Source: an optimization exercise on an open RTL-to-GDS flow (aim: small area). Production flows keep margins and buffers that such runs may drop.
RTL that was checked went through simulation tests only; none was proved equivalent to the original.
No functional check of the RTL was part of runs 2 to 5.
Power is estimated from default activity; no workload was simulated.

==> flow/design.v <==
module EECS3216_Project(input MAX10_CLK1_50, input rst, input KEY1, output reg [9:0] LEDR,
								output reg [6:0] HEX0, HEX1, HEX2, HEX3,
								output reg	rdyLight, speedOneLight, speedTwoLight, speedThreeLight);
typedef enum logic [31:0] {rdy, win, lose, speed_one, speed_two, speed_three} state_t;
state_t State, NextState;
localparam [31:0] D_RESET = 32'd200;
localparam [31:0] D_RDY   = 32'd100;
localparam [31:0] D_ONE   = 32'd200;
localparam [31:0] D_TWO   = 32'd100;
localparam [31:0] D_THREE = 32'd50;
reg [31:0] counter;
reg [31:0] D;
integer lightPattern;
integer gameSpeed;
reg pressed;
reg toggle;
reg blink;
reg [31:0] D_v;
reg [31:0] counter_v;
reg blink_v;
	always_ff@(posedge MAX10_CLK1_50)begin
		if (rst) begin
			State <= rdy;
			counter <= 0;
			D <= D_RESET;
			lightPattern <= 0;
			gameSpeed <= 1;
			pressed <= 0;
			toggle <= 1;
			blink <= 1;
			HEX3 <= 7'b1111111;
			HEX2 <= 7'b1111111;
			HEX1 <= 7'b1111111;
			HEX0 <= 7'b1111111;
			LEDR <= 10'd0;
			rdyLight <= 0;
			speedOneLight <= 0;
			speedTwoLight <= 0;
			speedThreeLight <= 0;
		end
		else begin
		State <= NextState;
		D_v = D;
		blink_v = blink;
		pressed <= 0;
		if(KEY1)
			toggle <= 1;
		if(!KEY1 && toggle == 1)begin
			toggle <= 0;
			if(lightPattern != 4) begin 
				gameSpeed <= 0;			 
			end
			else begin
				lightPattern <= 0;
				if(State != speed_three)
					blink_v = 1;
				gameSpeed <= gameSpeed + 1;
			end
		end
		if(State == rdy) begin
			rdyLight <= 0;
			speedOneLight <= 1;
			speedTwoLight <= 1;
			speedThreeLight <= 1;
			D_v = D_RDY;
	   end
		else if(State == speed_one) begin
			rdyLight <= 1;
			speedOneLight <= 0;
			speedTwoLight <= 1;
			speedThreeLight <= 1;
			D_v = D_ONE;
	   end
		else if(State == speed_two) begin
			rdyLight <= 1;
			speedOneLight <= 1;
			speedTwoLight <= 0;
			speedThreeLight <= 1;
			D_v = D_TWO;
	   end
		else if(State == speed_three) begin
			rdyLight <= 1;
			speedOneLight <= 1;
			speedTwoLight <= 1;
			speedThreeLight <= 0;
			D_v = D_THREE;
	   end
		else if (State == lose) begin  
			HEX3 <= 7'b1000111;
			HEX2 <= 7'b1000000;
			HEX1 <= 7'b0010010;
			HEX0 <= 7'b0000110;
		end
		else if (State == win) begin  
			HEX2 <= 7'b0010001;
			HEX1 <= 7'b0001000;
			HEX0 <= 7'b0010001;
		end
		counter_v = counter + 1;
		counter <= counter_v;
		if(counter_v >= (D_v - 1))begin
			counter <= 0;
			if(State == rdy && blink_v == 1) begin
				if(lightPattern < 8) begin		 
					LEDR[5] <= ~LEDR[5];
					lightPattern <= lightPattern + 1;
				end
				else begin
					blink_v = 0;
					LEDR[5] <= 0;
					lightPattern <= 9;
				end
			end
			else if (State != lose && State != win) begin  
				if (lightPattern == 9) begin
					LEDR[0] <= 0;
					LEDR[9] <= 1;
					lightPattern <= 8;
					end
				else if(lightPattern < 9 && lightPattern > 4) begin
					LEDR[lightPattern + 1] <= 0;
					LEDR[lightPattern] <= 1;
					lightPattern <= lightPattern - 1;
					end
				else if (lightPattern == 4)begin
					LEDR[lightPattern + 1] <= 0;
					LEDR[4] <= 1;
					lightPattern <= lightPattern - 1;
					end
				else if (lightPattern < 4 && lightPattern > 0)begin
					LEDR[lightPattern + 1] <= 0;
					LEDR[lightPattern] <= 1;
					lightPattern <= lightPattern - 1;
					end
				else begin
					LEDR[0] <= 1;
					LEDR[1] <= 0;
					lightPattern <= 9;
					end
			end
		end
		D <= D_v;
		blink <= blink_v;
		end
	end
	always_comb begin  
		NextState = State;
		case (State)
			rdy: begin
					if(blink)
						NextState = rdy;
					else
						if(gameSpeed == 1)
							NextState = speed_one;
						else if(gameSpeed == 2)
							NextState = speed_two;
						else if(gameSpeed == 3)
							NextState = speed_three;
					end
			speed_one:
					if(gameSpeed == 0)
						NextState = lose;
					else if(gameSpeed == 2)
						NextState = rdy;
					else
						NextState = speed_one;
			speed_two:
					if(gameSpeed == 0)
						NextState = lose;
					else if (gameSpeed == 3)
						NextState = rdy;
					else
						NextState = speed_two;
			speed_three:
					if(gameSpeed == 0)
						NextState = lose;
					else if (gameSpeed == 4)
						NextState = win;
					else NextState = speed_three;
			default: NextState = State;
		endcase
	end
endmodule
==> flow/run.sh <==
#!/bin/bash
# synth_recipe.tcl (not shown) runs the flow's synth.tcl, then flattens the netlist and writes it again
# the make line also repeats each setting of config.mk as NAME=value (left out here)
make -C /OpenROAD-flow-scripts/flow DESIGN_CONFIG=/design/flow/config.mk WORK_HOME=/design/flow/orfs CLKGATE_MAP_FILE= SYNTH_SCRIPT=/design/flow/synth_recipe.tcl finish
==> flow/config.mk <==
export PLATFORM = sky130hd
export DESIGN_NAME = EECS3216_Project
export DESIGN_NICKNAME = EECS3216_Project
export VERILOG_FILES = /design/flow/design.v
export SDC_FILE = /design/flow/constraint.sdc
export NUM_CORES = 4
export LEC_CHECK = 0
export CAP_MARGIN = 20
export CORE_MARGIN = 2
export CORE_UTILIZATION = 40
export SLEW_MARGIN = 20
==> flow/constraint.sdc <==
create_clock -name core_clock -period 10.0 [get_ports {MAX10_CLK1_50}]
set_input_delay 2.0000 -clock core_clock [delete_from_list [all_inputs] [get_ports {MAX10_CLK1_50}]]
set_output_delay 2.0000 -clock core_clock [all_outputs]
set_load 0.01 [all_outputs]
==> metrics.csv, run 1 <==
stage;metric;value;unit
cts;CTS Buf Count;17;
route;top sig layer;met4;
cts;CTS tree;built;
floorplan;# IOs;45;
route;DRC violations left;0;
cts;Skew-Pair Late Insertion Delay;440;ps
power_and_ir_drop;P_int;970;uW
logic_synthesis;Synth Flop Type;dfxtp_1;
worst_setup_path;peak fanout along the critical path;27;
worst_setup_path;Setup Crit Path Kind;flop to flop;
power_and_ir_drop;NetSw;313;uW
route;Initial DRC Count;1054;
worst_setup_path;CP arrival;7200;ps
logic_synthesis;Synth Cell Area;12500;sq um
cts;buffers inserted by post-CTS timing repair;0;
route;routed length on met2;15600;microns
timing;Fin Setup TNS;0;ps
logic_synthesis;Yosys warning count;1;
timing;Tightest Pin Transition;995;ps
cts;Reg clk slew, reported paths;70;ps
timing;hold slack;497;ps
power_and_ir_drop;Power Dens Cells;95.7;nW/um^2
logic_synthesis;Yosys reg bits;151;
power_and_ir_drop;switching share of power;24.4;%
floorplan;Die W;180;microns
logic_synthesis;post-synthesis sequential area ratio;24.3;%
hold_path;Min-Delay Path Class;flop to flop;
timing;FMAX;0.145;GHz
cts;clk root buf;clkbuf_16;
cts;Longest Clk Path Bufs;2;
timing;max-slew violation total from the final report;0;
cts;clk sinks;151;
timing;final worst path period share;69.1;%
floorplan;die height;180;microns
timing;unrepaired setup endpoints after global routing;no;
route;wire length on met3;1930;microns
floorplan;row count;64;
cts;Resize count post-CTS;0;
route;DR pass1 iterations;5;
finish;Layout area overhead;7.62;%
logic_synthesis;count of unique library cells instantiated by Yosys;97;
logic_synthesis;Post-Synthesis Cells;1697;
power_and_ir_drop;Gate power share;2.1;%
grt;overflow left after global routing;0;
worst_setup_path;Worst setup SP type;flop;
run;max-cap violations;0;
cts;H-tree depth;4;
power_and_ir_drop;Lkg Pwr;5.10;nW
grt;total track usage;21.1;%
timing;Final min period;6910;ps
route;drt total wl;35100;microns
timing;Hold Fails Final Rpt;0;
grt;vias in the first global route;10800;
floorplan;Die ar.;32600;sq um
power_and_ir_drop;Clk pwr share;50.4;%
placement;GPL Wtd Cong;0.869;
route;post-route ant nets;0;
route;post-DR vias/cell;5.89;
cts;hold buffers post-CTS;0;
grt;initial antenna violation count;0;
floorplan;Starting Density;40.7;%
placement;dpl ws;3200;ps
finish;fraction of layout cells with a size suffix above 1;6.48;%
timing;setup violators final;0;
finish;Antenna diodes;0;
power_and_ir_drop;peak supply drop;99.6;uV
timing;Clock Skew;15.4;ps
run_status;status;complete, no violations;
route;wire length per cell;17.2;microns
grt;first-pass GRT wire length;57300;microns
route;WL met1;17300;microns
floorplan;core area;30600;sq um
timing;Slew HR;33.7;%
logic_synthesis;Post-synth EDFFs;0;
route;via count;12100;
worst_setup_path;FF-to-FF setup slack;3090;ps
worst_setup_path;CP Capture Type;flop;
timing;crit path setup slack, layout;3090;ps
grt;largest net degree at the start of global routing;70;
logic_synthesis;Post-synth ARST share;0;%
placement;Buffers on Ports;40;
power_and_ir_drop;sequential power share;47.4;%
placement;hpwl dp;24800;microns
logic_synthesis;syn_area_per_cell;7.34;sq um
finish;nets;1684;
worst_setup_path;CP required;10290;ps
[critical path, stage by stage (launching register included)]
cell and delay, ps:
dfxtp_1 600, inv_1 210, nor2_1 580, nor2_1 100, or2_2 530, nand2_1 180
ha_1 210, o2111ai_1 210, nor2_1 280, nand3_1 160, nor2_1 230, o21ai_0 310
nor4_1 330, xor2_1 180, nand2_1 80, ha_1 310, nand4_1 100, a211o_1 270
a31oi_1 240, o21ai_2 70, buf_4 250, nor3_1 580, nand2_1 250, nor4_1 380
a211oi_1 120
[routing by layer]
metal / track usage [%] / up-vias
li1: - / 5993
met1: 30.9 / 5676
met2: 33.2 / 357
met3: 2.75 / 26
met4: 3.90 / 0
met5: 0 / -
[layout make-up]
cell class              instances  area, sq um
flip-flops and latches        151         3020
inverters                      32          120
clock buffers                  18          439
clock inverters                14          140
repair buffers                 54          500
multi-input cells            1382         8690
fillers                      3139        17200
well taps                     396          495
[state kept, by name (all words and copies together) (netlist names), 2 cells and up]
| signal | flops |
|---|---|
| D | 32 |
| LEDR | 10 |
| lightPattern | 32 |
| State | 3 |
| counter | 32 |
| HEX2 | 2 |
| gameSpeed | 32 |
[through the flow]
step | cells | area [sq um] | util, % | total power, mW
after floorplan | 1700 | 12500 | - | 0.642
after global placement | 2015 | 12800 | 41.9 | 0.649
after detailed placement | 2015 | 12800 | 41.9 | 0.649
after CTS | 2047 | 13400 | 43.8 | 1.29
after global routing | 2047 | 13400 | 43.8 | 1.32
final | 2047 | 13400 | 43.8 | 1.28
[kinds of logic after synthesis]
kind of cell / share of synthesized area, %
AND/OR/NAND/NOR: 33.6
AO/OA/AOI/OAI: 20.1
buffers and inverters: 6.18
flip-flops: 24.3
XOR/XNOR: 9.98
adder cells (fa/ha/maj): 4.40
multiplexers: 1.49
other: 0.0301
[power by group through the flow]
stage / clock [mW] / combinational (mW) / sequential (mW)
after floorplan: 0 / 0.0203 / 0.621
after global placement: 0 / 0.0271 / 0.622
after detailed placement: 0 / 0.0273 / 0.622
after CTS: 0.656 / 0.0275 / 0.608
after global routing: 0.682 / 0.0305 / 0.609
final: 0.647 / 0.0272 / 0.608
[cells in the final DEF (no fill, tap or decap), types with 35 or more instances in the layout]
master           instances
nor2b_1                 39
nand2_1                147
o21ai_0                105
clkdlybuf4s50_1         39
a21oi_1                111
dfxtp_1                151
nand4_1                 40
nor4_1                  35
nor2_1                 185
xnor2_1                 67
nor3_1                  71
ha_1                    43
and2_1                  41
xor2_1                  75
nand3_1                 66
[worst paths after layout]
| kind | startpoint | end | cells after the start |
|---|---|---|---|
| setup / recovery | State[0] | LEDR[6] | 24 |
| hold / removal | D[31] | D[31] | 1 |
| hold reg to reg | D[31] | D[31] | 1 |
| setup reg to reg | State[0] | LEDR[6] | 24 |
[synth_stat cells, types with 6 or more instances]
master    instances  area share [%]
or4_1            10            0.60
o21ai_0         106             4.3
xnor2_1          67             4.7
ha_1             43             4.3
nor4_1           35             1.8
or2_2            11            0.55
inv_1            31            0.93
nand4_1          40             2.0
a211oi_1         11            0.66
mux2i_1          14             1.1
buf_2            21            0.84
o21a_1            9            0.54
nor3b_1           7            0.42
and3_1           24             1.2
and2_1           41             2.1
o211ai_1         13            0.78
nand3_1          66             2.7
nor2b_1          39             2.0
nand2b_1         12            0.60
o21bai_1          6            0.36
o31a_1            8            0.56
a31oi_1          13            0.65
dfxtp_1         151              24
nor2_1          186             5.6
a21oi_1         111             4.5
a22oi_1          12            0.72
o41ai_1           7            0.49
clkbuf_1         77             2.3
xor2_1           75             5.3
nand2_1         147             4.4
or3_1            19            0.95
buf_1             8            0.24
o31ai_1          10            0.60
nor3_2            6            0.48
buf_4            27             1.6
nor3_1           71             2.9
o32ai_1          10            0.70
a21o_1           14            0.84
o22ai_1          14            0.70
and4_1           12            0.84
nand3b_1          8            0.48
==> run 2: changes to the inputs <==
==> flow/design.v (replaced) <==
module EECS3216_Project(input MAX10_CLK1_50, input rst, input KEY1, output reg [9:0] LEDR,
								output reg [6:0] HEX0, HEX1, HEX2, HEX3,
								output reg	rdyLight, speedOneLight, speedTwoLight, speedThreeLight);
localparam [2:0] S_RDY = 3'd0, S_ONE = 3'd1, S_TWO = 3'd2, S_THREE = 3'd3;
localparam [2:0] S_LOSE = 3'd4, S_LOSE_SHOWN = 3'd5, S_WIN = 3'd6, S_WIN_SHOWN = 3'd7;
reg [2:0] st;
reg [7:0] counter;      
reg [3:0] lp;           
reg [2:0] gs;           
reg toggle, blink;
reg [3:0] lights;
wire over = st[2];
wire is_rdy = (st[1:0] == 2'd0);
wire press = !KEY1 && toggle;
wire hit = (lp == 4'd4);
wire good = press && hit;
reg tick;
always @* begin
	case (st[1:0])
		2'd1: tick = counter >= 8'd198;
		2'd3: tick = counter >= 8'd48;
		default: tick = counter >= 8'd98;
	endcase
end
wire blink_v = blink | (good && st[1:0] != 2'd3);
wire blink_tick = tick && !over && is_rdy && blink_v;
wire sweep_tick = tick && !over && !(is_rdy && blink_v);
wire lp_hi = (lp >= 4'd8);
reg [2:0] nst;
always @* begin
	nst = st;
	case (st)
		S_RDY: if (!blink) begin
			if (gs == 3'd1) nst = S_ONE;
			else if (gs == 3'd2) nst = S_TWO;
			else if (gs == 3'd3) nst = S_THREE;
		end
		S_ONE: if (gs == 3'd0) nst = S_LOSE; else if (gs == 3'd2) nst = S_RDY;
		S_TWO: if (gs == 3'd0) nst = S_LOSE; else if (gs == 3'd3) nst = S_RDY;
		S_THREE: if (gs == 3'd0) nst = S_LOSE; else if (gs == 3'd4) nst = S_WIN;
		S_LOSE: nst = S_LOSE_SHOWN;
		S_WIN: nst = S_WIN_SHOWN;
		default: nst = st;
	endcase
end
wire [3:0] lp_dn = (lp == 4'd0) ? 4'd9 : lp - 4'd1;
wire [3:0] lp_up = lp + 4'd1;
integer i;
always @(posedge MAX10_CLK1_50) begin
	if (rst) begin
		st <= S_RDY;
		counter <= 0;
		lp <= 0;
		gs <= 3'd1;
		toggle <= 1;
		blink <= 1;
		LEDR <= 10'd0;
		lights <= 4'b0000;
	end else begin
		st <= nst;
		counter <= tick ? 8'd0 : counter + 8'd1;
		if (KEY1) toggle <= 1;
		if (press) begin
			toggle <= 0;
			if (!hit) gs <= 3'd0;
			else if (gs != 3'd4) gs <= gs + 3'd1;
		end
		if (!over) lights <= ~(4'b0001 << st[1:0]);
		if (blink_tick) begin
			if (!lp_hi) begin
				LEDR[5] <= ~LEDR[5];
				lp <= lp_up;
			end else begin
				LEDR[5] <= 1'b0;
				lp <= 4'd9;
			end
		end else if (sweep_tick) begin
			for (i = 0; i < 10; i = i + 1)
				if (lp == i) LEDR[i] <= 1'b1;
				else if (lp == (i + 9) % 10) LEDR[i] <= 1'b0;
			lp <= lp_dn;
		end else if (good)
			lp <= 4'd0;
		blink <= blink_v && !(blink_tick && lp_hi);
	end
end
always @* begin
	{rdyLight, speedOneLight, speedTwoLight, speedThreeLight} = {lights[0], lights[1], lights[2], lights[3]};
	HEX3 = 7'b1111111; HEX2 = 7'b1111111; HEX1 = 7'b1111111; HEX0 = 7'b1111111;
	if (st == S_LOSE_SHOWN) begin
		HEX3 = 7'b1000111; HEX2 = 7'b1000000; HEX1 = 7'b0010010; HEX0 = 7'b0000110;
	end else if (st == S_WIN_SHOWN) begin
		HEX2 = 7'b0010001; HEX1 = 7'b0001000; HEX0 = 7'b0010001;
	end
end
endmodule
--- a/flow/config.mk
+++ b/flow/config.mk
@@ -5,6 +5,7 @@
 export SDC_FILE = /design/flow/constraint.sdc
 export NUM_CORES = 4
 export LEC_CHECK = 0
+export ABC_AREA = 1
 export CAP_MARGIN = 20
 export CORE_MARGIN = 2
 export CORE_UTILIZATION = 40
==> metrics.csv, run 2 <==
stage;metric;value;unit;change
power_and_ir_drop;Power Dens Cells;171;nW/um^2;was 95.7 nW/um^2
floorplan;# IOs;45;;unchanged
worst_setup_path;CP Capture Type;output pin;;was flop
hold_path;hold wc startpoint;counter[0];;was D[31]
logic_synthesis;count of unique library cells instantiated by Yosys;30;;was 97
grt;total track usage;15.7;%;was 21.1%
grt;grt peak-use layer;met2;;unchanged
timing;Final min period;3820;ps;was 6910 ps
cts;buffers inserted by post-CTS timing repair;0;;unchanged
grt;grt met3 use;3.84;%;was 2.75%
timing;Fin Setup TNS;0;ps;unchanged
logic_synthesis;ranking of synthesized cells by area;dfxtp_1, nand2_1, buf_4;;was dfxtp_1, nor2_1, xor2_1
logic_synthesis;Synth Area in Adders;6.40;%;was 4.40%
worst_setup_path;Worst setup SP type;flop;;unchanged
timing;max-slew violation total from the final report;0;;unchanged
logic_synthesis;Yosys warning count;1;;unchanged
finish;nets;344;;was 1684
finish;Antenna diodes;0;;unchanged
timing;FMAX;0.262;GHz;was 0.145 GHz
logic_synthesis;Compound-Gate Fraction of Synth Area;12.3;%;was 20.1%
logic_synthesis;Synth Flop Type;dfxtp_1;;unchanged
worst_setup_path;peak fanout along the critical path;8;;was 27
grt;met2 Use GR;27.0;%;was 33.2%
finish;final core occ;49.5;%;was 43.8%
timing;Hold Fails Final Rpt;0;;unchanged
run_status;status;complete, no violations;;unchanged
cts;Skew-Pair Late Insertion Delay;280;ps;was 440 ps
worst_setup_path;reg2reg start;lp[0];;was State[0]
timing;final worst path period share;38.2;%;was 69.1%
cts;H-tree depth;2;;was 4
cts;Resize count post-CTS;0;;unchanged
grt;largest net degree at the start of global routing;18;;was 70
floorplan;row count;26;;was 64
logic_synthesis;XOR/XNOR Fraction of Synth Area;2.04;%;was 9.98%
logic_synthesis;Synth Area in Simple Gates;29.3;%;was 33.6%
floorplan;Die ar.;5980;sq um;was 32600 sq um
timing;setup violators final;0;;unchanged
logic_synthesis;syn_area_per_cell;6.87;sq um;was 7.34 sq um
logic_synthesis;dominant cell type by area after synthesis;dfxtp_1;;unchanged
route;via count;1912;;was 12100
timing;Clock Skew;5.57;ps;was 15.4 ps
floorplan;Die W;77.3;microns;was 180 microns
route;drt total wl;4450;microns;was 35100 microns
finish;max reg flops;10;;
cts;Reg clk slew, reported paths;70;ps;about the same
finish;commonest non-fill, non-tap cell in the layout;nand2_1;;was nor2_1
timing;Tightest Pin Transition;653;ps;was 995 ps
floorplan;core area;5140;sq um;was 30600 sq um
finish;commonest cells after routing, fill and taps aside;nand2_1, clkdlybuf4s50_1, inv_1, nor2_1, dfxtp_1;;was nor2_1, dfxtp_1, nand2_1
cts;hold buffers post-CTS;0;;unchanged
route;post-route ant nets;0;;unchanged
cts;CTS Buf Count;5;;was 17
timing;unrepaired setup endpoints after global routing;no;;unchanged
power_and_ir_drop;Lkg Pwr;1.09;nW;was 5.10 nW
logic_synthesis;Yosys reg bits;34;;was 151
power_and_ir_drop;total power draw;436;uW;was 1.28 mW
logic_synthesis;post-synth top area share;31.6;%;was 24.3%
floorplan;die height;77.3;microns;was 180 microns
timing;Slew HR;56.3;%;was 33.7%
logic_synthesis;Post-Synthesis Cells;313;;was 1697
finish;fraction of layout cells with a size suffix above 1;8.76;%;was 6.48%
grt;overflow left after global routing;0;;unchanged
logic_synthesis;mux contribution to synthesized area;0;%;was 1.49%
power_and_ir_drop;peak supply drop;68.6;uV;was 99.6 uV
worst_setup_path;crit path launch;st[0];;was State[0]
finish;Most flops, register;LEDR;;
route;post-DR vias/cell;4.77;;was 5.89
route;Initial DRC Count;71;;was 1054
hold_path;Min-Delay Path Class;flop to flop;;unchanged
placement;hpwl dp;3470;microns;was 24800 microns
floorplan;Starting Density;41.8;%;was 40.7%
worst_setup_path;CP arrival;1820;ps;was 7200 ps
grt;first-pass GRT wire length;7790;microns;was 57300 microns
grt;vias in the first global route;1836;;was 10800
run;max-cap violations;0;;unchanged
logic_synthesis;cell with the most instances after synthesis;nand2_1;;was nor2_1
finish;Layout area overhead;18.4;%;was 7.62%
cts;clk sinks;34;;was 151
route;DR pass1 iterations;4;;was 5
cts;clk root buf;clkbuf_8;;was clkbuf_16
finish;Largest regs;LEDR (10), counter (8);;
route;wire length per cell;11.1;microns;was 17.2 microns
logic_synthesis;Post-synth EDFFs;0;;unchanged
grt;met1 Usage GRT;19.3;%;was 30.9%
cts;Longest Clk Path Bufs;2;;unchanged
placement;Buffers on Ports;40;;unchanged
logic_synthesis;largest family of logic cells by synthesized area;simple AND/OR/NAND/NOR gates;;unchanged
cts;CTS tree;built;;unchanged
placement;GPL Wtd Cong;0.805;;was 0.869
grt;initial antenna violation count;0;;unchanged
logic_synthesis;Synth top cells by count;nand2_1, inv_1, nor2_1;;was nor2_1, dfxtp_1, nand2_1
logic_synthesis;Post-synth ARST share;0;%;unchanged
logic_synthesis;Synth Cell Area;2150;sq um;was 12500 sq um
worst_setup_path;CP required;8000;ps;was 10290 ps
worst_setup_path;Setup Crit Path Kind;flop to output pin;;was flop to flop
logic_synthesis;post-synthesis sequential area ratio;31.6;%;was 24.3%
route;DRC violations left;0;;unchanged
## run 2: cell count changes after synthesis, moves of 74 or more
cell and change:
nor2_1 -150, nand2_1 -84, dfxtp_1 -117, o21ai_0 -93, a21oi_1 -86, clkbuf_1 -74
## run 2: path summary, 6_finish.rpt
kind | endpoint | slack (ps) | cells past startpoint
setup / recovery | HEX3[5] | 6180 | 4
setup reg to reg | LEDR[0] | 8130 | 10
hold / removal | counter[0] | 450 | 1
hold reg to reg | counter[0] | 450 | 1
## run 2: per-stage QoR
stage	area (sq um)	hold WS, ps	instances	worst slack (ps)
final	2550	452	401	6180
after detailed placement	2410	442	393	6210
after floorplan	2160	417	316	6990
after global routing	2550	490	401	6060
after CTS	2550	461	401	6170
after global placement	2410	436	393	6240
## run 2: cells by family after synthesis
family,count (synthesis)
buf+inv,73
fa+ha+maj,11
compound gates,47
other cells,1
flops,34
xor+xnor,5
simple gates,142
## run 2: layer usage
| metal | vias to the layer above | part of all wire, % | wire [microns] |
|---|---|---|---|
| li1 | 1000 | - | - |
| met3 | 6 | 4.8 | 212 |
| met5 | - | 0 | 0 |
| met4 | 0 | 1.1 | 51 |
| met1 | 869 | 47 | 2100 |
| met2 | 37 | 47 | 2090 |
## run 2: final cells by class
type,count,area [sq um]
Inverter,40,150
Clock buffer,5,68.8
Sequential cell,34,681
Fill cell,557,2590
Clock inverter,3,68.8
Multi-Input combinational cell,209,1090
Tap cell,70,87.6
Timing Repair Buffer,40,400
## run 2: power by group
part	internal [mW]	switching (mW)	total [mW]
clock	0.0999	0.0513	0.151
combinational	0.0421	0.0795	0.122
sequential	0.149	0.0147	0.163
## run 2: critical path, stage by stage (launching register included)
cell             delay [ps]
dfxtp_1                 490
inv_2                   110
nor2_2                  210
nand2_1                 190
clkdlybuf4s50_1         540
==> run 3: changes to the inputs <==
--- a/flow/config.mk
+++ b/flow/config.mk
@@ -5,7 +5,6 @@
 export SDC_FILE = /design/flow/constraint.sdc
 export NUM_CORES = 4
 export LEC_CHECK = 0
-export ABC_AREA = 1
 export CAP_MARGIN = 20
 export CORE_MARGIN = 2
 export CORE_UTILIZATION = 40
==> metrics.csv, run 3 <==
stage;metric;value;unit;change
logic_synthesis;cell with the most instances after synthesis;dfxtp_1;;was nand2_1
logic_synthesis;dominant cell type by area after synthesis;dfxtp_1;;unchanged
placement;hpwl dp;2790;microns;was 3470 microns
timing;FMAX;0.254;GHz;was 0.262 GHz
logic_synthesis;post-synthesis sequential area ratio;33.0;%;was 31.6%
logic_synthesis;Post-synth EDFFs;0;;unchanged
timing;final worst path period share;39.4;%;was 38.2%
route;drt total wl;3990;microns;was 4450 microns
route;post-DR vias/cell;4.87;;was 4.77
worst_setup_path;peak fanout along the critical path;20;;was 8
finish;max reg flops;10;;unchanged
cts;Reg clk slew, reported paths;80;ps;was 70 ps
timing;setup violators final;0;;unchanged
grt;first-pass GRT wire length;6580;microns;was 7790 microns
finish;Largest regs;LEDR (10), counter (8);;unchanged
hold_path;hold wc startpoint;counter[0];;unchanged
power_and_ir_drop;Power Dens Cells;166;nW/um^2;was 171 nW/um^2
logic_synthesis;Yosys warning count;1;;unchanged
timing;Hold Fails Final Rpt;0;;unchanged
floorplan;die height;75.8;microns;was 77.3 microns
floorplan;Starting Density;40.9;%;was 41.8%
finish;commonest cells after routing, fill and taps aside;clkdlybuf4s50_1, dfxtp_1, nand2_1, nor2_1, a21oi_1;;was nand2_1, clkdlybuf4s50_1, inv_1, nor2_1, dfxtp_1
route;via count;1685;;was 1912
cts;clk sinks;34;;unchanged
cts;buffers inserted by post-CTS timing repair;0;;unchanged
route;post-route ant nets;0;;unchanged
logic_synthesis;syn_area_per_cell;7.79;sq um;was 6.87 sq um
cts;CTS tree;built;;unchanged
logic_synthesis;post-synth top area share;33.0;%;was 31.6%
timing;max-slew violation total from the final report;0;;unchanged
worst_setup_path;Setup Crit Path Kind;flop to output pin;;unchanged
cts;Longest Clk Path Bufs;2;;unchanged
finish;commonest non-fill, non-tap cell in the layout;clkdlybuf4s50_1;;was nand2_1
worst_setup_path;slowest CP cell;dfxtp_1;;was clkdlybuf4s50_1
timing;Clock Skew;6.58;ps;was 5.57 ps
logic_synthesis;Synth top cells by count;dfxtp_1, buf_4, a21oi_1, nand2_1, nor2_1;;was nand2_1, inv_1, nor2_1
logic_synthesis;ranking of synthesized cells by area;dfxtp_1, buf_4, ha_1;;was dfxtp_1, nand2_1, buf_4
cts;hold buffers post-CTS;0;;unchanged
worst_setup_path;reg2reg start;lp[0];;unchanged
power_and_ir_drop;peak supply drop;83.5;uV;was 68.6 uV
grt;total track usage;14.9;%;was 15.7%
timing;unrepaired setup endpoints after global routing;no;;unchanged
placement;GPL Wtd Cong;0.793;;was 0.805
finish;fraction of layout cells with a size suffix above 1;5.07;%;was 8.76%
route;Initial DRC Count;65;;was 71
cts;CTS Buf Count;5;;unchanged
worst_setup_path;Worst setup SP type;flop;;unchanged
logic_synthesis;Post-synth ARST share;0;%;unchanged
cts;Skew-Pair Late Insertion Delay;290;ps;was 280 ps
hold_path;hold path depth;1;;unchanged
finish;Antenna diodes;0;;unchanged
worst_setup_path;CP arrival;1940;ps;was 1820 ps
logic_synthesis;Synth Flop Type;dfxtp_1;;unchanged
run_status;status;complete, no violations;;unchanged
timing;Slew HR;58.4;%;was 56.3%
placement;Buffers on Ports;40;;unchanged
floorplan;Die W;75.8;microns;was 77.3 microns
route;wire length per cell;11.5;microns;was 11.1 microns
finish;nets;289;;was 344
hold_path;Min-Delay Path Class;flop to flop;;unchanged
timing;Fin Setup TNS;0;ps;unchanged
worst_setup_path;CP required;8000;ps;about the same
grt;largest net degree at the start of global routing;30;;was 18
floorplan;core area;5040;sq um;was 5140 sq um
worst_setup_path;crit path launch;st[0];;unchanged
finish;final core occ;48.7;%;was 49.5%
floorplan;Die ar.;5750;sq um;was 5980 sq um
logic_synthesis;Yosys reg bits;34;;unchanged
worst_setup_path;delay-heaviest family, CP;flip-flops;;was buffers and inverters
finish;Most flops, register;LEDR;;unchanged
grt;vias in the first global route;1458;;was 1836
route;DR pass1 iterations;4;;unchanged
worst_setup_path;Worst path depth;3;;was 4
worst_setup_path;R2R cell count;7;;was 10
cts;H-tree depth;2;;unchanged
run;max-cap violations;0;;unchanged
timing;Tightest Pin Transition;624;ps;was 653 ps
worst_setup_path;WP buf/inv;1;;was 2
grt;initial antenna violation count;0;;unchanged
cts;clk root buf;clkbuf_8;;unchanged
route;DRC violations left;0;;unchanged
worst_setup_path;Max stage delay on crit path;710;ps;was 540 ps
logic_synthesis;count of unique library cells instantiated by Yosys;47;;was 30
cts;Resize count post-CTS;0;;unchanged
logic_synthesis;Synth Cell Area;2060;sq um;was 2150 sq um
worst_setup_path;CP Capture Type;output pin;;unchanged
worst_setup_path;worst-path cell chain;nor2b_1 -> nand2_1 -> clkdlybuf4s50_1;;was inv_2 -> nor2_2 -> nand2_1 -> clkdlybuf4s50_1
power_and_ir_drop;Lkg Pwr;0.884;nW;was 1.09 nW
floorplan;row count;26;;unchanged
floorplan;# IOs;45;;unchanged
timing;Final min period;3940;ps;was 3820 ps
grt;overflow left after global routing;0;;unchanged
finish;Layout area overhead;19.0;%;was 18.4%
logic_synthesis;Post-Synthesis Cells;265;;was 313
-- run 3: cell families (layout without fill, tap and decap cells) --
kind of cell               count (synthesis)  after routing  synth area share (%)
AOI/OAI and AO/OA                         62             62                  19.0
xor gates and xnor gates                   7              7                  2.97
adders and majority gates                 11             11                  6.67
buffers and inverters                     52             60                  14.9
DFF                                       34             34                  33.0
other                                      1              4                 0.182
and+or+nand+nor                           98             98                  23.3
-- run 3: final timing paths --
kind,end,slack (ps)
max reg2reg,LEDR[5],7700
max,HEX0[4],6060
min reg2reg,counter[0],470
min,counter[0],470
-- run 3: layout make-up --
class / count / area (sq um)
Fill cell: 542 / 2590
Inverter: 10 / 37.5
Sequential cell: 34 / 681
Tap cell: 70 / 87.6
Multi-Input combinational cell: 182 / 1090
Timing Repair Buffer: 42 / 419
Clock inverter: 3 / 68.8
Clock buffer: 5 / 68.8
-- run 3: layer usage --
layer	track usage, %	vias to the layer above	part of all wire, %
met5	0	-	0
met4	4.09	0	0.68
met3	5.16	2	3.5
met2	23.0	26	45
met1	19.7	759	51
li1	-	898	-
-- run 3: per-stage QoR --
step                cell area [sq um]  power, mW  setup slack (ps)  hold WS, ps  std cells
floorplan                        2080      0.233              6710          430        268
global placement                 2310      0.255              6170          450        337
detailed placement               2310      0.257              6100          458        337
CTS                              2440      0.412              6020          476        345
global route                     2460      0.433              5870          490        346
finish                           2460      0.407              6060          469        346
-- run 3: power by group --
group / internal [mW] / switching, mW / total (mW)
registers: 0.149 / 0.0180 / 0.167
clock network: 0.0999 / 0.0537 / 0.154
logic: 0.0375 / 0.0487 / 0.0862
total: 0.287 / 0.120 / 0.407
==> run 4: changes to the inputs <==
--- a/flow/design.v
+++ b/flow/design.v
@@ -9,6 +9,7 @@
 reg [2:0] gs;           
 reg toggle, blink;
 reg [3:0] lights;
+reg sw, b4, b5;
 wire over = st[2];
 wire is_rdy = (st[1:0] == 2'd0);
 wire press = !KEY1 && toggle;
@@ -26,6 +27,7 @@
 wire blink_tick = tick && !over && is_rdy && blink_v;
 wire sweep_tick = tick && !over && !(is_rdy && blink_v);
 wire lp_hi = (lp >= 4'd8);
+wire led5 = b5 | (sw && hit);
 reg [2:0] nst;
 always @* begin
 	nst = st;
@@ -43,9 +45,6 @@
 		default: nst = st;
 	endcase
 end
-wire [3:0] lp_dn = (lp == 4'd0) ? 4'd9 : lp - 4'd1;
-wire [3:0] lp_up = lp + 4'd1;
-integer i;
 always @(posedge MAX10_CLK1_50) begin
 	if (rst) begin
 		st <= S_RDY;
@@ -54,7 +53,9 @@
 		gs <= 3'd1;
 		toggle <= 1;
 		blink <= 1;
-		LEDR <= 10'd0;
+		sw <= 0;
+		b4 <= 0;
+		b5 <= 0;
 		lights <= 4'b0000;
 	end else begin
 		st <= nst;
@@ -68,23 +69,33 @@
 		if (!over) lights <= ~(4'b0001 << st[1:0]);
 		if (blink_tick) begin
 			if (!lp_hi) begin
-				LEDR[5] <= ~LEDR[5];
-				lp <= lp_up;
+				b5 <= !led5;
+				b4 <= b4 | (sw && lp == 4'd3);
+				sw <= 0;
+				lp <= lp + 4'd1;
 			end else begin
-				LEDR[5] <= 1'b0;
+				b5 <= 0;
 				lp <= 4'd9;
 			end
 		end else if (sweep_tick) begin
-			for (i = 0; i < 10; i = i + 1)
-				if (lp == i) LEDR[i] <= 1'b1;
-				else if (lp == (i + 9) % 10) LEDR[i] <= 1'b0;
-			lp <= lp_dn;
-		end else if (good)
+			sw <= 1;
+			if (lp == 4'd3) b4 <= 0;
+			if (lp == 4'd4) b5 <= 0;
+			lp <= (lp == 4'd0) ? 4'd9 : lp - 4'd1;
+		end else if (good && !over) begin
 			lp <= 4'd0;
+			sw <= 0;
+			b5 <= led5;
+		end
 		blink <= blink_v && !(blink_tick && lp_hi);
 	end
 end
+integer i;
 always @* begin
+	for (i = 0; i < 10; i = i + 1)
+		LEDR[i] = sw && lp == (i + 9) % 10;
+	LEDR[4] = LEDR[4] | b4;
+	LEDR[5] = LEDR[5] | b5;
 	{rdyLight, speedOneLight, speedTwoLight, speedThreeLight} = {lights[0], lights[1], lights[2], lights[3]};
 	HEX3 = 7'b1111111; HEX2 = 7'b1111111; HEX1 = 7'b1111111; HEX0 = 7'b1111111;
 	if (st == S_LOSE_SHOWN) begin
==> metrics.csv, run 4 <==
stage;metric;value;unit;change
run_status;status;complete, no violations;;unchanged
logic_synthesis;post-synth top area share;29.1;%;was 33.0%
logic_synthesis;syn_area_per_cell;7.73;sq um;was 7.79 sq um
hold_path;hold wc startpoint;counter[0];;unchanged
timing;unrepaired setup endpoints after global routing;no;;unchanged
power_and_ir_drop;P_int;143;uW;was 287 uW
power_and_ir_drop;Gate power share;7.0;%;was 21.2%
cts;hold buffers post-CTS;0;;unchanged
timing;Hold Fails Final Rpt;0;;unchanged
placement;dpl ws;6280;ps;was 6100 ps
logic_synthesis;cell with the most instances after synthesis;nor2_1;;was dfxtp_1
worst_setup_path;Worst setup SP type;flop;;unchanged
power_and_ir_drop;Clk pwr share;33.1;%;was 37.8%
placement;Inst Count DP;300;;was 337
power_and_ir_drop;peak supply drop;44.9;uV;was 83.5 uV
logic_synthesis;Yosys reg bits;27;;was 34
route;Initial DRC Count;71;;was 65
placement;hpwl dp;2970;microns;was 2790 microns
placement;GPL Wtd Cong;0.815;;was 0.793
cts;Reg clk slew, reported paths;90;ps;was 80 ps
hold_path;Min-Delay Path Class;flop to flop;;unchanged
logic_synthesis;Post-Synthesis Cells;240;;was 265
floorplan;Die ar.;5200;sq um;was 5750 sq um
worst_setup_path;WP buf/inv;3;;was 1
logic_synthesis;count of unique library cells instantiated by Yosys;46;;was 47
power_and_ir_drop;Lkg Pwr;0.898;nW;was 0.884 nW
cts;Skew-Pair Late Insertion Delay;270;ps;was 290 ps
cts;Longest Clk Path Bufs;2;;unchanged
power_and_ir_drop;switching share of power;23.3;%;was 29.6%
finish;commonest non-fill, non-tap cell in the layout;clkdlybuf4s50_1;;unchanged
cts;CTS Buf Count;3;;was 5
route;DRC violations left;0;;unchanged
timing;crit path setup slack, layout;5940;ps;was 6060 ps
timing;Slew HR;55.3;%;was 58.4%
power_and_ir_drop;total power draw;186;uW;was 407 uW
floorplan;Die W;72.1;microns;was 75.8 microns
finish;Filler cells;446;;was 542
logic_synthesis;Post-synth ARST share;0;%;unchanged
route;drt total wl;3980;microns;was 3990 microns
worst_setup_path;reg2reg start;lp[0];;unchanged
worst_setup_path;delay-heaviest family, CP;buffers and inverters;;was flip-flops
placement;Buffers on Ports;40;;unchanged
logic_synthesis;Yosys warning count;1;;unchanged
worst_setup_path;worst-path cell chain;inv_1 -> ha_1 -> a31oi_1 -> inv_1 -> clkdlybuf4s50_1;;was nor2b_1 -> nand2_1 -> clkdlybuf4s50_1
finish;Antenna diodes;0;;unchanged
finish;Most flops, register;counter;;was LEDR
cts;H-tree depth;1;;was 2
floorplan;core area;4410;sq um;was 5040 sq um
grt;vias in the first global route;1485;;was 1458
worst_setup_path;slowest CP cell;clkdlybuf4s50_1;;was dfxtp_1
timing;Final min period;4060;ps;was 3940 ps
route;via count;1588;;was 1685
timing;FMAX;0.246;GHz;was 0.254 GHz
placement;placed cell area;2100;sq um;was 2310 sq um
finish;Layout area overhead;15.8;%;was 19.0%
cts;buffers inserted by post-CTS timing repair;0;;unchanged
finish;Largest regs;counter (8), lights (4), lp (4);;was LEDR (10), counter (8)
worst_setup_path;Setup Crit Path Kind;flop to output pin;;unchanged
worst_setup_path;crit path launch;lp[0];;was st[0]
grt;first-pass GRT wire length;6760;microns;was 6580 microns
run;max-cap violations;0;;unchanged
logic_synthesis;Post-synth EDFFs;0;;unchanged
finish;nets;267;;was 289
grt;initial antenna violation count;0;;unchanged
worst_setup_path;CP arrival;2060;ps;was 1940 ps
worst_setup_path;CP required;8000;ps;about the same
floorplan;die height;72.1;microns;was 75.8 microns
route;post-route ant nets;0;;unchanged
finish;final core occ;48.7;%;about the same
logic_synthesis;Synth top cells by count;nor2_1, dfxtp_1, buf_4;;was dfxtp_1, buf_4, a21oi_1, nand2_1, nor2_1
finish;FF/Latch Area;541;sq um;was 681 sq um
cts;clk sinks;27;;was 34
power_and_ir_drop;Power Dens Cells;86.8;nW/um^2;was 166 nW/um^2
logic_synthesis;dominant cell type by area after synthesis;dfxtp_1;;unchanged
cts;Resize count post-CTS;0;;unchanged
worst_setup_path;CP dominant cell by count;inv_1;;
finish;commonest cells after routing, fill and taps aside;clkdlybuf4s50_1, nor2_1, dfxtp_1;;was clkdlybuf4s50_1, dfxtp_1, nand2_1, nor2_1, a21oi_1
finish;footprint of the multi-input gates;1040;sq um;was 1090 sq um
grt;grt met3 use;2.92;%;was 5.16%
logic_synthesis;post-synthesis sequential area ratio;29.1;%;was 33.0%
route;wire length per cell;13.1;microns;was 11.5 microns
finish;Final Cell Area;2150;sq um;was 2460 sq um
timing;hold slack;465;ps;was 469 ps
finish;max reg flops;8;;was 10
worst_setup_path;Max stage delay on crit path;480;ps;was 710 ps
grt;largest net degree at the start of global routing;21;;was 30
grt;overflow left after global routing;0;;unchanged
worst_setup_path;peak fanout along the critical path;11;;was 20
floorplan;Starting Density;42.0;%;was 40.9%
finish;fraction of layout cells with a size suffix above 1;5.16;%;was 5.07%
route;post-DR vias/cell;5.22;;was 4.87
cts;CTS tree;built;;unchanged
timing;Fin Setup TNS;0;ps;unchanged
timing;final worst path period share;40.6;%;was 39.4%
cts;clk root buf;clkbuf_8;;unchanged
power_and_ir_drop;NetSw;43.4;uW;was 120 uW
floorplan;row count;24;;was 26
timing;max-slew violation total from the final report;0;;unchanged
timing;setup violators final;0;;unchanged
floorplan;# IOs;45;;unchanged
logic_synthesis;Synth Cell Area;1860;sq um;was 2060 sq um
finish;Layout Cells excl Fill;304;;was 346
grt;met2 Use GR;25.1;%;was 23.0%
logic_synthesis;ranking of synthesized cells by area;dfxtp_1, buf_4, ha_1;;unchanged
grt;grt peak-use layer;met2;;unchanged
grt;total track usage;15.9;%;was 14.9%
route;DR pass1 iterations;4;;unchanged
timing;Tightest Pin Transition;668;ps;was 624 ps
logic_synthesis;Synth Flop Type;dfxtp_1;;unchanged
worst_setup_path;CP Capture Type;output pin;;unchanged
timing;Clock Skew;8.48;ps;was 6.58 ps
grt;met1 Usage GRT;22.8;%;was 19.7%
power_and_ir_drop;sequential power share;60.0;%;was 41.1%
-- run 4: cell types whose count changed in the layout (fill, tap and decap cells not counted), moves of 4 or more --
cell	delta
nor2_1	+6
inv_1	+4
nand2_1	-8
a21oi_1	-7
dfxtp_1	-7
or3_1	-8
o31ai_1	-4
nand2b_1	-6
and3_1	+8
-- run 4: final cells by class --
class	instances	share of cell area, %
clock buffers	3	1.92
clock inverters	1	0.233
inverters	14	2.45
multi-input cells	167	48.6
flip-flops and latches	27	25.2
well taps	52	3.03
repair buffers	40	18.6
-- run 4: kinds of logic after synthesis --
logic type / share of synthesized area [%]
xor+xnor: 2.36
fa+ha+maj: 7.42
other cells: 0.202
compound gates: 20.8
buf+inv: 15.2
mux: 1.08
flops: 29.1
simple gates: 23.8
-- run 4: layer usage --
metal	vias up	wire [microns]
li1	820	-
met1	737	2040
met2	26	1770
met3	5	138
met4	0	28
met5	-	0
-- run 4: worst paths after layout --
kind | to | slack (ps) | cells after the start
worst max register to register | b5 | 7870 | 7
worst min-delay path | counter[0] | 460 | 1
worst min register to register | counter[0] | 460 | 1
worst max-delay path | LEDR[5] | 5940 | 5
-- run 4: power groups by stage --
stage / clock [mW] / combinational [mW] / sequential, mW
floorplan: 0 / 0.00987 / 0.114
global placement: 0 / 0.0130 / 0.114
detailed placement: 0 / 0.0130 / 0.114
CTS: 0.0649 / 0.0131 / 0.112
global route: 0.0695 / 0.0146 / 0.112
finish: 0.0616 / 0.0130 / 0.112
==> run 5: changes to the inputs <==
==> flow/flow/run.sh (new file) <==
#!/bin/bash
# Standard layout, with single-drive buffers on the ports and no dummy loads in the clock tree.
set -euo pipefail
export BUFFER_PORTS_ARGS="-buffer_cell sky130_fd_sc_hd__buf_1"
export CTS_ARGS="-sink_clustering_enable -repair_clock_nets -dont_use_dummy_load"
bash standard.sh > standard.log 2>&1
==> flow/standard.sh (new file) <==
#!/bin/bash
# synth_recipe.tcl (not shown) runs the flow's synth.tcl, then flattens the netlist and writes it again
# the make line also repeats each setting of config.mk as NAME=value (left out here)
make -C /OpenROAD-flow-scripts/flow DESIGN_CONFIG=/design/flow/config.mk WORK_HOME=/design/flow/orfs CLKGATE_MAP_FILE= SYNTH_SCRIPT=/design/flow/synth_recipe.tcl "${@:-finish}"
removed: flow/run.sh
==> metrics.csv, run 5 <==
stage;metric;value;unit;change
cts;Reg clk slew, reported paths;90;ps;about the same
logic_synthesis;Synth Cell Area;1860;sq um;unchanged
route;wire length per cell;12.8;microns;was 13.1 microns
finish;Antenna diodes;0;;unchanged
finish;commonest cells after routing, fill and taps aside;buf_1, nor2_1, dfxtp_1;;was clkdlybuf4s50_1, nor2_1, dfxtp_1
grt;total track usage;15.5;%;was 15.9%
hold_path;hold path depth;1;;unchanged
cts;CTS Buf Count;3;;unchanged
worst_setup_path;CP arrival;1690;ps;was 2060 ps
cts;clk root buf;clkbuf_8;;unchanged
logic_synthesis;Post-synth EDFFs;0;;unchanged
floorplan;# IOs;45;;unchanged
route;Initial DRC Count;66;;was 71
timing;hold slack;472;ps;was 465 ps
finish;final core occ;42.9;%;was 48.7%
logic_synthesis;Compound-Gate Fraction of Synth Area;20.8;%;unchanged
finish;Most flops, register;counter;;unchanged
worst_setup_path;Setup Crit Path Kind;flop to output pin;;unchanged
logic_synthesis;mux contribution to synthesized area;1.08;%;unchanged
placement;hpwl dp;2890;microns;was 2970 microns
finish;Layout Cells excl Fill;303;;was 304
placement;Inst Count DP;300;;unchanged
route;DRC violations left;0;;unchanged
finish;max reg flops;8;;unchanged
cts;buffers inserted by post-CTS timing repair;0;;unchanged
logic_synthesis;count of unique library cells instantiated by Yosys;46;;unchanged
grt;first-pass GRT wire length;6600;microns;was 6760 microns
power_and_ir_drop;total power draw;183;uW;was 186 uW
timing;Fin Setup TNS;0;ps;unchanged
power_and_ir_drop;Power Dens Cells;96.5;nW/um^2;was 86.8 nW/um^2
finish;fraction of layout cells with a size suffix above 1;4.78;%;was 5.16%
worst_setup_path;CP required;8000;ps;about the same
timing;Slew HR;44.8;%;was 55.3%
logic_synthesis;ranking of synthesized cells by area;dfxtp_1, buf_4, ha_1;;unchanged
grt;overflow left after global routing;0;;unchanged
power_and_ir_drop;peak supply drop;103;uV;was 44.9 uV
logic_synthesis;Synth Area in Adders;7.42;%;unchanged
logic_synthesis;Synth top cells by count;nor2_1, dfxtp_1, buf_4;;unchanged
logic_synthesis;Synth Flop Type;dfxtp_1;;unchanged
logic_synthesis;Yosys reg bits;27;;unchanged
cts;Longest Clk Path Bufs;2;;unchanged
cts;clk sinks;27;;unchanged
timing;Clock Skew;4.27;ps;was 8.48 ps
logic_synthesis;Post-synth ARST share;0;%;unchanged
timing;Hold Fails Final Rpt;0;;unchanged
grt;largest net degree at the start of global routing;21;;unchanged
route;post-DR vias/cell;5.17;;was 5.22
logic_synthesis;cell with the most instances after synthesis;nor2_1;;unchanged
logic_synthesis;largest family of logic cells by synthesized area;simple AND/OR/NAND/NOR gates;;unchanged
placement;placed cell area;1850;sq um;was 2100 sq um
hold_path;Min-Delay Path Class;flop to flop;;unchanged
run;max-cap violations;0;;unchanged
grt;initial antenna violation count;0;;unchanged
floorplan;Die W;72.1;microns;unchanged
finish;commonest non-fill, non-tap cell in the layout;buf_1;;was clkdlybuf4s50_1
logic_synthesis;dominant cell type by area after synthesis;dfxtp_1;;unchanged
finish;Filler cells;475;;was 446
floorplan;Die ar.;5200;sq um;unchanged
worst_setup_path;Worst setup SP type;flop;;unchanged
placement;dpl ws;6560;ps;was 6280 ps
timing;unrepaired setup endpoints after global routing;no;;unchanged
worst_setup_path;R2R cell count;7;;unchanged
placement;Buffers on Ports;40;;unchanged
run_status;status;complete, no violations;;unchanged
timing;setup violators final;0;;unchanged
logic_synthesis;syn_area_per_cell;7.73;sq um;unchanged
logic_synthesis;Post-Synthesis Cells;240;;unchanged
route;post-route ant nets;0;;unchanged
timing;max-slew violation total from the final report;0;;unchanged
finish;nets;267;;unchanged
cts;CTS tree;built;;unchanged
finish;Layout area overhead;2.02;%;was 15.8%
worst_setup_path;CP Capture Type;output pin;;unchanged
cts;Skew-Pair Late Insertion Delay;270;ps;about the same
cts;hold buffers post-CTS;0;;unchanged
finish;Largest regs;counter (8), lights (4), lp (4);;unchanged
timing;Final min period;3690;ps;was 4060 ps
cts;H-tree depth;1;;unchanged
timing;Tightest Pin Transition;827;ps;was 668 ps
route;drt total wl;3880;microns;was 3980 microns
cts;Resize count post-CTS;0;;unchanged
timing;crit path setup slack, layout;6310;ps;was 5940 ps
grt;vias in the first global route;1393;;was 1485
logic_synthesis;XOR/XNOR Fraction of Synth Area;2.36;%;unchanged
route;via count;1567;;was 1588
floorplan;die height;72.1;microns;unchanged
logic_synthesis;post-synthesis sequential area ratio;29.1;%;unchanged
floorplan;Starting Density;42.0;%;unchanged
logic_synthesis;Yosys warning count;1;;unchanged
floorplan;core area;4410;sq um;unchanged
worst_setup_path;peak fanout along the critical path;11;;unchanged
power_and_ir_drop;Lkg Pwr;0.778;nW;was 0.898 nW
placement;GPL Wtd Cong;0.817;;was 0.815
logic_synthesis;post-synth top area share;29.1;%;unchanged
floorplan;row count;24;;unchanged
logic_synthesis;Synth Area in Simple Gates;23.8;%;unchanged
timing;final worst path period share;36.9;%;was 40.6%
finish;Final Cell Area;1890;sq um;was 2150 sq um
route;DR pass1 iterations;4;;unchanged
timing;FMAX;0.271;GHz;was 0.246 GHz
-- run 5: worst max-delay path, cell delays in order, from the launching register on --
cell and delay, ps:
dfxtp_1 430, inv_1 130, ha_1 350, a31oi_1 310, inv_1 70, buf_1 130
-- run 5: final timing paths --
check,startpoint,endpoint,slack (ps)
worst max-delay path,lp[0],LEDR[5],6310
worst min-delay path,counter[0],counter[0],470
worst max register to register,lp[0],b5,7850
worst min register to register,counter[0],counter[0],470
-- run 5: cell type report --
class	count	area, sq um	area share [%]
flip-flops and latches	27	541	28.6
repair buffers	40	150	7.93
multi-input cells	167	1040	55.1
clock buffers	3	41.3	2.18
inverters	14	52.6	2.78
well taps	52	65.1	3.44
-- run 5: routing by layer --
| metal | routed length (microns) | GRT usage, % | vias up | part of all wire [%] |
|---|---|---|---|---|
| met3 | 124 | 3.61 | 2 | 3.2 |
| met4 | 13 | 1.89 | 0 | 0.33 |
| met2 | 1800 | 24.0 | 21 | 46 |
| li1 | - | - | 823 | - |
| met5 | 0 | 0 | - | 0 |
| met1 | 1950 | 22.6 | 721 | 50 |
-- run 5: report_power, final --
group | leakage, nW | total (mW) | switching [mW] | internal (mW)
logic | 0.537 | 0.0116 | 0.00749 | 0.00413
clock network | 0.0216 | 0.0591 | 0.0321 | 0.0270
registers | 0.220 | 0.112 | 0.00223 | 0.110
-- run 5: cells by family after synthesis --
logic type | after synthesis
simple gates | 90
fa+ha+maj | 11
other cells | 1
flops | 27
compound gates | 55
mux | 2
xor+xnor | 5
buf+inv | 49
==> run 6: changes to the inputs <==
--- a/flow/design.v
+++ b/flow/design.v
@@ -8,9 +8,10 @@
 reg [3:0] lp;           
 reg [2:0] gs;           
 reg toggle, blink;
-reg [3:0] lights;
+reg [1:0] p;
 reg sw, b4, b5;
 wire over = st[2];
+wire first = (p == 2'd3) && (st == S_RDY);
 wire is_rdy = (st[1:0] == 2'd0);
 wire press = !KEY1 && toggle;
 wire hit = (lp == 4'd4);
@@ -56,7 +57,7 @@
 		sw <= 0;
 		b4 <= 0;
 		b5 <= 0;
-		lights <= 4'b0000;
+		p <= 2'd3;
 	end else begin
 		st <= nst;
 		counter <= tick ? 8'd0 : counter + 8'd1;
@@ -66,7 +67,7 @@
 			if (!hit) gs <= 3'd0;
 			else if (gs != 3'd4) gs <= gs + 3'd1;
 		end
-		if (!over) lights <= ~(4'b0001 << st[1:0]);
+		if (!over) p <= st[1:0];
 		if (blink_tick) begin
 			if (!lp_hi) begin
 				b5 <= !led5;
@@ -96,7 +97,10 @@
 		LEDR[i] = sw && lp == (i + 9) % 10;
 	LEDR[4] = LEDR[4] | b4;
 	LEDR[5] = LEDR[5] | b5;
-	{rdyLight, speedOneLight, speedTwoLight, speedThreeLight} = {lights[0], lights[1], lights[2], lights[3]};
+	rdyLight = p != 2'd0 && !first;
+	speedOneLight = p != 2'd1 && !first;
+	speedTwoLight = p != 2'd2 && !first;
+	speedThreeLight = p != 2'd3;
 	HEX3 = 7'b1111111; HEX2 = 7'b1111111; HEX1 = 7'b1111111; HEX0 = 7'b1111111;
 	if (st == S_LOSE_SHOWN) begin
 		HEX3 = 7'b1000111; HEX2 = 7'b1000000; HEX1 = 7'b0010010; HEX0 = 7'b0000110;
==> flow/flow/run.sh (replaced) <==
#!/bin/bash
# Own layout flow: the standard flow, with three changes.
#  1. After the standard synthesis, the combinational logic is re-mapped for area with
#     ABC (flow/resynth.sh, script flow/area.abc). Every flip-flop instance is kept as
#     the standard synthesis made it (same names, same cells). The re-mapped netlist is
#     proved equivalent to the standard one (flow/eqcheck.sh), else the standard one is used.
#  2. Ports are buffered with sky130_fd_sc_hd__buf_1 instead of the default buffer.
#  3. The clock tree is built without dummy loads.
# Each tool's output goes to its own log file in this folder.
set -euo pipefail
export BUFFER_PORTS_ARGS="-buffer_cell sky130_fd_sc_hd__buf_1"
export CTS_ARGS="-sink_clustering_enable -repair_clock_nets -dont_use_dummy_load -buf_list sky130_fd_sc_hd__clkbuf_8"
YOSYS=yosys
if ! command -v yosys >/dev/null 2>&1; then YOSYS="$FLOW_HOME/../tools/install/yosys/bin/yosys"; fi
export YOSYS
R=orfs/results/${FLOW_PLATFORM:-sky130hd}/EECS3216_Project/base
bash standard.sh synth > synth_make.log 2>&1
cp $R/1_2_yosys.v std_synth.v
if bash flow/resynth.sh std_synth.v resynth.v "$PWD/flow/area.abc" > resynth.log 2>&1 &&
   bash flow/eqcheck.sh std_synth.v resynth.v > eqcheck.log 2>&1; then
  cp resynth.v $R/1_2_yosys.v
  echo "using re-mapped netlist" > netlist_choice.log
else
  echo "using standard netlist" > netlist_choice.log
fi
touch $R/1_2_yosys.v
bash standard.sh > finish_make.log 2>&1
==> flow/flow/area.abc (new file) <==
strash; &get -n; &deepsyn -T 20; &put; dch -f; amap; topo
==> flow/flow/eqcheck.sh (new file) <==
#!/bin/bash
# eqcheck.sh A.v B.v : prove two mapped netlists equivalent (flops paired by name)
LIB=/OpenROAD-flow-scripts/flow/platforms/sky130hd/lib/sky130_fd_sc_hd__tt_025C_1v80.lib
T=$(mktemp -d "$PWD/tmp.XXXXXX")
cat > $T/e.ys <<EOT
read_liberty -ignore_miss_func $LIB
read_verilog $1
rename EECS3216_Project gold
read_verilog $2
rename EECS3216_Project gate
flatten
rename -hide w:_*
opt_clean -purge
async2sync
equiv_make gold gate eq
hierarchy -top eq
equiv_simple -seq 1
equiv_induct
equiv_status -assert
EOT
"${YOSYS:-yosys}" -q -s $T/e.ys && echo EQUIV_OK
==> flow/flow/resynth.sh (new file) <==
#!/bin/bash
# resynth.sh IN.v OUT.v ABCSCRIPT : re-map the combinational logic of a mapped netlist for area,
# keeping every flip-flop instance (name and cell) as it is.
set -euo pipefail
IN=$1; OUT=$2; SCRIPT=$3
LIB=${LIB:-/OpenROAD-flow-scripts/flow/platforms/sky130hd/lib/sky130_fd_sc_hd__tt_025C_1v80.lib}
DU=""
for c in probe_p_8 probec_p_8 lpflow_bleeder_1 lpflow_clkbufkapwr_1 lpflow_clkbufkapwr_16 lpflow_clkbufkapwr_2 lpflow_clkbufkapwr_4 lpflow_clkbufkapwr_8 lpflow_clkinvkapwr_1 lpflow_clkinvkapwr_16 lpflow_clkinvkapwr_2 lpflow_clkinvkapwr_4 lpflow_clkinvkapwr_8 lpflow_inputiso0n_1 lpflow_inputiso0p_1 lpflow_inputiso1n_1 lpflow_inputiso1p_1 lpflow_isobufsrc_1 lpflow_isobufsrc_16 lpflow_isobufsrc_2 lpflow_isobufsrc_4 lpflow_isobufsrc_8 lpflow_isobufsrckapwr_16; do DU="$DU -dont_use sky130_fd_sc_hd__$c"; done
SEQ=$(grep -o "sky130_fd_sc_hd__[a-z0-9_]*" $IN | sort -u | grep -E "__(s?e?df|dl|sdl)" | tr '\n' ' ')
T=$(mktemp -d "$PWD/tmp.XXXXXX")
cat > $T/r.ys <<EOT
read_liberty -ignore_miss_func $LIB
read_verilog $IN
hierarchy -top EECS3216_Project
setattr -mod -set keep_hierarchy 1 $SEQ
flatten
opt -purge
abc -script $SCRIPT -liberty $LIB $DU
opt_clean -purge
splitnets
opt_clean -purge
hilomap -singleton -hicell sky130_fd_sc_hd__conb_1 HI -locell sky130_fd_sc_hd__conb_1 LO
insbuf -buf sky130_fd_sc_hd__buf_1 A X
opt_clean -purge
select EECS3216_Project
stat -liberty $LIB
write_verilog -selected -noattr -nohex -nodec $OUT
EOT
"${YOSYS:-yosys}" -s $T/r.ys
rm -rf $T
==> metrics.csv, run 6 <==
stage;metric;value;unit;change
finish;max reg flops;8;;unchanged
route;wire length per cell;10.4;microns;was 12.8 microns
finish;FF/Latch Area;500;sq um;was 541 sq um
worst_setup_path;worst setup path end;LEDR[5];;unchanged
timing;Hold Fails Final Rpt;0;;unchanged
timing;max-slew violation total from the final report;0;;unchanged
finish;Filler cells;341;;was 475
timing;Slew HR;61.6;%;was 44.8%
worst_setup_path;CP dominant cell by count;clkinv_1;;was inv_1
power_and_ir_drop;sequential power share;60.7;%;was 61.3%
power_and_ir_drop;peak supply drop;74.0;uV;was 103 uV
route;DRC violations left;0;;unchanged
logic_synthesis;Post-Synthesis Cells;207;;was 240
cts;clk root buf;clkbuf_8;;unchanged
floorplan;# IOs;45;;unchanged
grt;grt met3 use;4.83;%;was 3.61%
worst_setup_path;R2R cell count;12;;was 7
route;post-DR vias/cell;4.95;;was 5.17
floorplan;core area;3100;sq um;was 4410 sq um
grt;first-pass GRT wire length;4700;microns;was 6600 microns
route;drt total wl;2820;microns;was 3880 microns
worst_setup_path;CP arrival;1570;ps;was 1690 ps
timing;setup violators final;0;;unchanged
worst_setup_path;CP required;8000;ps;about the same
worst_setup_path;FF-to-FF setup slack;7310;ps;was 7850 ps
timing;final worst path period share;35.7;%;was 36.9%
finish;footprint of the multi-input gates;639;sq um;was 1040 sq um
power_and_ir_drop;P_int;132;uW;was 141 uW
worst_setup_path;CP Capture Type;output pin;;unchanged
cts;hold buffers post-CTS;0;;unchanged
cts;buffers inserted by post-CTS timing repair;0;;unchanged
hold_path;Min-Delay Path Class;flop to flop;;unchanged
finish;fraction of layout cells with a size suffix above 1;1.32;%;was 4.78%
cts;CTS Buf Count;3;;unchanged
grt;grt peak-use layer;met2;;unchanged
cts;Longest Clk Path Bufs;2;;unchanged
floorplan;Starting Density;42.5;%;was 42.0%
power_and_ir_drop;switching share of power;22.9;%;about the same
cts;clk sinks;25;;was 27
run_status;status;complete, no violations;;unchanged
grt;met2 Use GR;28.0;%;was 24.0%
run;max-cap violations;0;;unchanged
route;via count;1346;;was 1567
worst_setup_path;worst-path cell chain;clkinv_1 -> nand2_1 -> nor2_1 -> clkinv_1 -> o21bai_1 -> buf_1;;was inv_1 -> ha_1 -> a31oi_1 -> inv_1 -> buf_1
worst_setup_path;reg2reg start;st[1];;was lp[0]
power_and_ir_drop;Clk pwr share;33.9;%;was 32.4%
logic_synthesis;Yosys warning count;1;;unchanged
worst_setup_path;Max stage delay on crit path;340;ps;was 430 ps
grt;total track usage;16.4;%;was 15.5%
timing;FMAX;0.280;GHz;was 0.271 GHz
route;DR pass1 iterations;4;;unchanged
timing;unrepaired setup endpoints after global routing;no;;unchanged
grt;vias in the first global route;1129;;was 1393
placement;Buffers on Ports;40;;unchanged
cts;H-tree depth;1;;unchanged
finish;final core occ;47.8;%;was 42.9%
route;Initial DRC Count;39;;was 66
power_and_ir_drop;Lkg Pwr;0.497;nW;was 0.778 nW
worst_setup_path;Setup Crit Path Kind;flop to output pin;;unchanged
worst_setup_path;slowest CP cell;dfxtp_1;;unchanged
worst_setup_path;Worst setup SP type;flop;;unchanged
floorplan;Die ar.;3780;sq um;was 5200 sq um
route;post-route ant nets;0;;unchanged
finish;Layout area overhead;12.4;%;was 2.02%
cts;Resize count post-CTS;0;;unchanged
cts;CTS tree;built;;unchanged
finish;commonest cells after routing, fill and taps aside;nor2_1, buf_1, clkinv_1;;was buf_1, nor2_1, dfxtp_1
power_and_ir_drop;Power Dens Cells;115;nW/um^2;was 96.5 nW/um^2
floorplan;Die W;61.4;microns;was 72.1 microns
timing;Fin Setup TNS;0;ps;unchanged
finish;commonest non-fill, non-tap cell in the layout;nor2_1;;was buf_1
finish;Antenna diodes;0;;unchanged
grt;initial antenna violation count;0;;unchanged
logic_synthesis;Synth Cell Area;1320;sq um;was 1860 sq um
finish;nets;233;;was 267
timing;Tightest Pin Transition;576;ps;was 827 ps
finish;Largest regs;counter (8), lp (4);;was counter (8), lights (4), lp (4)
grt;overflow left after global routing;0;;unchanged
cts;Skew-Pair Late Insertion Delay;270;ps;about the same
logic_synthesis;syn_area_per_cell;6.38;sq um;was 7.73 sq um
worst_setup_path;peak fanout along the critical path;5;;was 11
worst_setup_path;worst r2r dst;lp[2];;was b5
floorplan;die height;61.4;microns;was 72.1 microns
grt;largest net degree at the start of global routing;14;;was 21
timing;Clock Skew;2.70;ps;was 4.27 ps
grt;met1 Usage GRT;20.3;%;was 22.6%
worst_setup_path;crit path launch;lp[0];;unchanged
placement;GPL Wtd Cong;0.952;;was 0.817
power_and_ir_drop;NetSw;39.1;uW;was 41.8 uW
floorplan;row count;20;;was 24
timing;Final min period;3570;ps;was 3690 ps
cts;Reg clk slew, reported paths;80;ps;was 90 ps
placement;hpwl dp;2180;microns;was 2890 microns
power_and_ir_drop;Gate power share;5.4;%;was 6.4%
finish;Most flops, register;counter;;unchanged
## run 6: cell count changes in the layout (fill, tap and decap cells not counted), moves of 5 or more
cell,before,now
ha_1,11,0
and3_1,9,2
nor2b_1,5,0
inv_1,14,0
nand3_1,9,4
nor3_1,5,10
clkinv_1,0,26
nor2_1,31,50
nand2_1,17,22
a21oi_1,18,7
## run 6: layout make-up
cell class,instances,share of cell area [%]
multi-input cells,134,43.1
flip-flops and latches,25,33.7
repair buffers,40,10.1
inverters,26,6.58
well taps,44,3.71
clock buffers,3,2.78
## run 6: power groups by stage
stage          combinational, mW  sequential (mW)  clock, mW
6_report                 0.00917            0.104     0.0579
5_1_grt                   0.0107            0.104     0.0627
2_1_floorplan            0.00699            0.106          0
4_1_cts                  0.00925            0.104     0.0606
3_5_place_dp             0.00922            0.106          0
3_3_place_gp             0.00919            0.106          0
## run 6: stage by stage
| step | total power [mW] | instances | area [sq um] | worst slack [ps] | hold slack, ps |
|---|---|---|---|---|---|
| after detailed placement | 0.115 | 269 | 1440 | 6460 | 446 |
| after global placement | 0.115 | 269 | 1440 | 6520 | 441 |
| after global routing | 0.178 | 272 | 1480 | 6270 | 508 |
| final | 0.171 | 272 | 1480 | 6430 | 459 |
| after CTS | 0.174 | 272 | 1480 | 6420 | 462 |
| after floorplan | 0.113 | 210 | 1330 | 6770 | 418 |
## run 6: worst min path at each step
stage / from / slack (ps) / cells past startpoint / to
floorplan: counter[0] / 420 / 1 / counter[0]
global placement: counter[0] / 440 / 1 / counter[0]
detailed placement: counter[0] / 450 / 1 / counter[0]
CTS: counter[0] / 460 / 1 / counter[0]
global route: counter[7] / 510 / 2 / counter[7]
finish: counter[0] / 460 / 1 / counter[0]
## run 6: worst max-delay path: cells and delay by family (launching register included)
kind                   cells  cell delay [ps]
AND/OR/NAND/NOR            2              370
buffers and inverters      3              370
AO/OA/AOI/OAI              1              220
flip-flops                 1              340
## run 6: routing by layer
metal,wire length [microns],share of wire [%]
met5,0,0
met4,0,0
met3,187,6.6
met2,1280,45
met1,1360,48

port drivers added, routing unchanged:
Ports are ideal in the flow. The routed layouts listed here were re-timed in OpenROAD.
Step 1, drivers: a clkbuf_16 drives MAX10_CLK1_50 and a buf_2 each remaining input, both assumed.
Step 2 moves the port delays by t, midway between the first and last clock arrival at a register: inputs arrive t later, outputs are due t later. That takes back most of the time a late clock gives input paths.
Three values: ideal ports, drivers, drivers and shift; two values: the first two.
| run | t, ns | slack for setup (ns) | cell pins on the clock port's net |
|---|---|---|---|
| run 1 | 0.473 | 3.088 / 3.088 / 3.088 | 1 |
| run 2 | 0.307 | 6.182 / 6.156 / 6.244 | 1 |
| run 3 | 0.311 | 6.058 / 6.030 / 6.113 | 1 |
| run 4 | 0.297 | 5.943 / 5.917 / 6.214 | 1 |
| run 5 | 0.291 | 6.307 / 6.282 / 6.563 | 1 |
| run 6 | 0.287 | 6.432 / 6.409 / 6.433 | 1 |
After both steps setup and hold are still met in every run listed.
